Context: an optimization exercise on an open-source flow, tuned for small area and a short achievable clock period. The choices shown serve that exercise and are no tape-out recipe. Only simulation tests tie the RTL to the original design; equivalence was not proved.

== before ==
Design FFT_R4_16p, start of the top module:
module FFT_R4_16p (
    input wire clk, reset,
    input wire in_valid,
    input wire signed [31:0] in_data_real,
    input wire signed [31:0] in_data_im,
    output wire out_valid,
    output wire signed [31:0] bf2_output_0_real, bf2_output_1_real, bf2_output_2_real, bf2_output_3_real,
    output wire signed [31:0] bf2_output_0_im, bf2_output_1_im, bf2_output_2_im, bf2_output_3_im
);
For scale: about 2,400 flip-flops, roughly 0.17 mm² of cells after synthesis.
==> flow/config.mk <==
export PLATFORM = sky130hd
export DESIGN_NAME = FFT_R4_16p
export DESIGN_NICKNAME = FFT_R4_16p
export VERILOG_FILES = /design/flow/design.v
export SDC_FILE = /design/flow/constraint.sdc
export NUM_CORES = 8
export LEC_CHECK = 0
export ABC_AREA = 1
export CAP_MARGIN = 50
export CORE_MARGIN = 2
export CORE_UTILIZATION = 40
export CTS_CLUSTER_DIAMETER = 60
export CTS_CLUSTER_SIZE = 30
export PLACE_DENSITY = 0.45
export SLEW_MARGIN = 20
==> flow/constraint.sdc <==
create_clock -name core_clock -period 100.0 [get_ports {clk}]
set_input_delay 20.0000 -clock core_clock [delete_from_list [all_inputs] [get_ports {clk}]]
set_output_delay 20.0000 -clock core_clock [all_outputs]
set_load 0.01 [all_outputs]
standard.sh (not shown) runs the stock make flow with config.mk's settings and CLKGATE_MAP_FILE= SYNTH_SCRIPT=/design/flow/synth_recipe.tcl, a recipe that flattens the netlist after the stock synthesis.
==> flow/flow/run.sh <==
#!/bin/bash
# Own layout flow: the standard flow (standard.sh, with the standard
# synthesis unchanged), with two changes to how the layout is made:
#  - the port buffers are buf_4 cells instead of the resizer's default pick;
#  - timing repair (floorplan, CTS, global route) works to a setup slack
#    margin, so that it speeds up the slowest paths although the 100 ns
#    clock is met anyway. The SDC (clock period, I/O delays) is the standard flow's.
# Each tool's full output goes to a log file in this folder.
set -euo pipefail
export BUFFER_PORTS_ARGS="-buffer_cell sky130_fd_sc_hd__buf_4"
export SETUP_SLACK_MARGIN=78.4
bash standard.sh synth > synth.log 2>&1
bash standard.sh > layout.log 2>&1
What after does differently from before at the input level:
-- flow/flow/run.sh --
<<< before, line 2
# Own layout flow: the standard flow (standard.sh, with the standard
# synthesis unchanged), with two changes to how the layout is made:
>>> after, line 2
# Own layout flow: the standard flow (standard.sh) with these changes to
# how the layout is made:
#  - synthesis is ORFS's, run through synth_recipe.tcl as standard (so
#    -nofsm -noshare, flattening and renaming as standard), with one change:
#    ABC maps the combinational logic with flow/abc_area.script (area-
#    oriented amap) instead of ORFS's abc_area.script. Registers are mapped
#    before ABC, as in the standard synthesis, so they keep their names,
#    count and cell types;
<<< before, line 10
>>> after, line 16
HERE=$(pwd)
rm -rf "$HERE/scripts_abc"
cp -r "$FLOW_HOME/scripts" "$HERE/scripts_abc"
cp "$HERE/flow/abc_area.script" "$HERE/scripts_abc/abc_area.script"
SCRIPTS_DIR="$HERE/scripts_abc" bash standard.sh synth > synth.log 2>&1
<<< before, line 12
bash standard.sh synth > synth.log 2>&1
>>> after, line 23
==> flow/flow/abc_area.script (new file) <==
&get -n
&st
&syn3
&dch -f
&put
amap
strash
dch -f
amap
topo
stime -c
buffer -c
upsize -c
dnsize -c
### Flow results
- Side by side, final worst-path setup slack turned out lower in after than in before.
- after ended up with dfxtp_1 as its cell with the biggest individual delay on the critical path; before ended up with dfrtp_1.
- Compared with before, after shows complex-gate fraction of the synthesized area higher by 10 points.
- Delta (after minus before): full die area shows a reduction of 0.038 mm²; average detailed-routed wire length per instance went up; detailed-route wire length on metal 1 shows a reduction of 22,000 µm.

* * *

FFT_R4_16p, a different RTL version from the one above (not shown whole).
For scale: about 20000 cells after synthesis, about 320 I/O pins, ~160000 um^2 of cells after synthesis.
export LEC_CHECK = 0
export ABC_AREA = 1
export CAP_MARGIN = 20
export CORE_MARGIN = 2
export CORE_UTILIZATION = 55
export CTS_CLUSTER_DIAMETER = 60
export CTS_CLUSTER_SIZE = 30
export GPL_TIMING_DRIVEN = 0
export PLACE_DENSITY = 0.6
export SLEW_MARGIN = 20
create_clock -name core_clock -period 100.0 [get_ports {clk}]
==> flow/flow/run.sh <==
#!/bin/bash
# Own layout flow: the standard flow (standard.sh) with these changes to
# how the layout is made:
#  - synthesis is ORFS's, run through synth_recipe.tcl as standard (so
#    -nofsm -noshare, flattening and renaming as standard), with two
#    changes to the mapping of the combinational logic: ABC uses
#    flow/abc_area.script (area-oriented amap) instead of ORFS's
#    abc_area.script, and adders keep Yosys's default carry network
#    (SYNTH_OPERATIONS_ARGS set, so no Kogge-Stone -extra-map). Registers
#    are mapped before either step, as in the standard synthesis, so they
#    keep their names, count and cell types;
#  - the port buffers are buf_4 cells instead of the resizer's default pick;
#  - timing repair (floorplan, CTS, global route) works to a setup slack
#    margin, so that it speeds up the slowest paths although the 100 ns
#    clock is met anyway. The SDC (clock period, I/O delays) is the standard flow's.
# Each tool's full output goes to a log file in this folder.
set -euo pipefail
HERE=$(pwd)
rm -rf "$HERE/scripts_abc"
cp -r "$FLOW_HOME/scripts" "$HERE/scripts_abc"
cp "$HERE/flow/abc_area.script" "$HERE/scripts_abc/abc_area.script"
SCRIPTS_DIR="$HERE/scripts_abc" SYNTH_OPERATIONS_ARGS="-nofsm" bash standard.sh synth > synth.log 2>&1
export BUFFER_PORTS_ARGS="-buffer_cell sky130_fd_sc_hd__buf_4"
export SETUP_SLACK_MARGIN=78.4
bash standard.sh > layout.log 2>&1
==> flow/flow/abc_area.script <==
&get -n
&st
&syn3
&dch -f
&put
amap
strash
dch -f
amap
topo
stime -c
buffer -c
upsize -c
dnsize -c
The first run finished but fails on capacitance limit.
Next try:
Settings changed: CORE_UTILIZATION 55 to 40, GPL_TIMING_DRIVEN 0 to not set, PLACE_DENSITY 0.6 to 0.45.
After rerunning: The changed run finished with timing, DRC and antenna clean. Worst setup slack is better by 0.086 ns. Global-route usage went down by 13 points.
Next try:
Settings changed: CAP_MARGIN 20 to 30, CORE_UTILIZATION 40 to 50, GPL_TIMING_DRIVEN set to 0, PLACE_DENSITY 0.45 to 0.55.
Die area came out lower by about 20%.
Register-to-register slack gets worse by 0.27 ns.
Setup slack loses 0.15 ns.
Worst hold slack gains 0.034 ns.
Area after synthesis is unchanged.
Via count is higher by 7.6%.
Core utilization went up by 11 points.
Critical path depth does not change.
Clock-buffer cell count falls by 62.
Final area hardly moves.

[what the ideal ports hide]
Ports are ideal in the flow. The routed layouts listed here were re-timed in OpenROAD.
Step 1, drivers: a clkbuf_16 drives clk and a buf_2 each remaining input, both assumed.
Step 2 moves the port delays by t, midway between the first and last clock arrival at a register: inputs arrive t later, outputs are due t later. That takes back most of the time a late clock gives input paths.
Three values: ideal ports, drivers, drivers and shift; two values: the first two.
| run | t (ns) | setup WS [ns] | clock arrival spread, ns |
|---|---|---|---|
| before | 1.088 | 78.431 / 78.312 / 78.730 | 0.134 / 0.134 |
| after | 1.051 | 78.402 / 78.293 / 78.542 | 0.115 / 0.114 |
| the first run of note 2 | 1.036 | 78.356 / 78.236 / 79.003 | 0.096 / 0.096 |
| the second run of note 2 | 1.083 | 78.442 / 78.328 / 79.100 | 0.150 / 0.151 |
| the third run of note 2 | 1.020 | 78.293 / 78.182 / 79.095 | 0.125 / 0.125 |
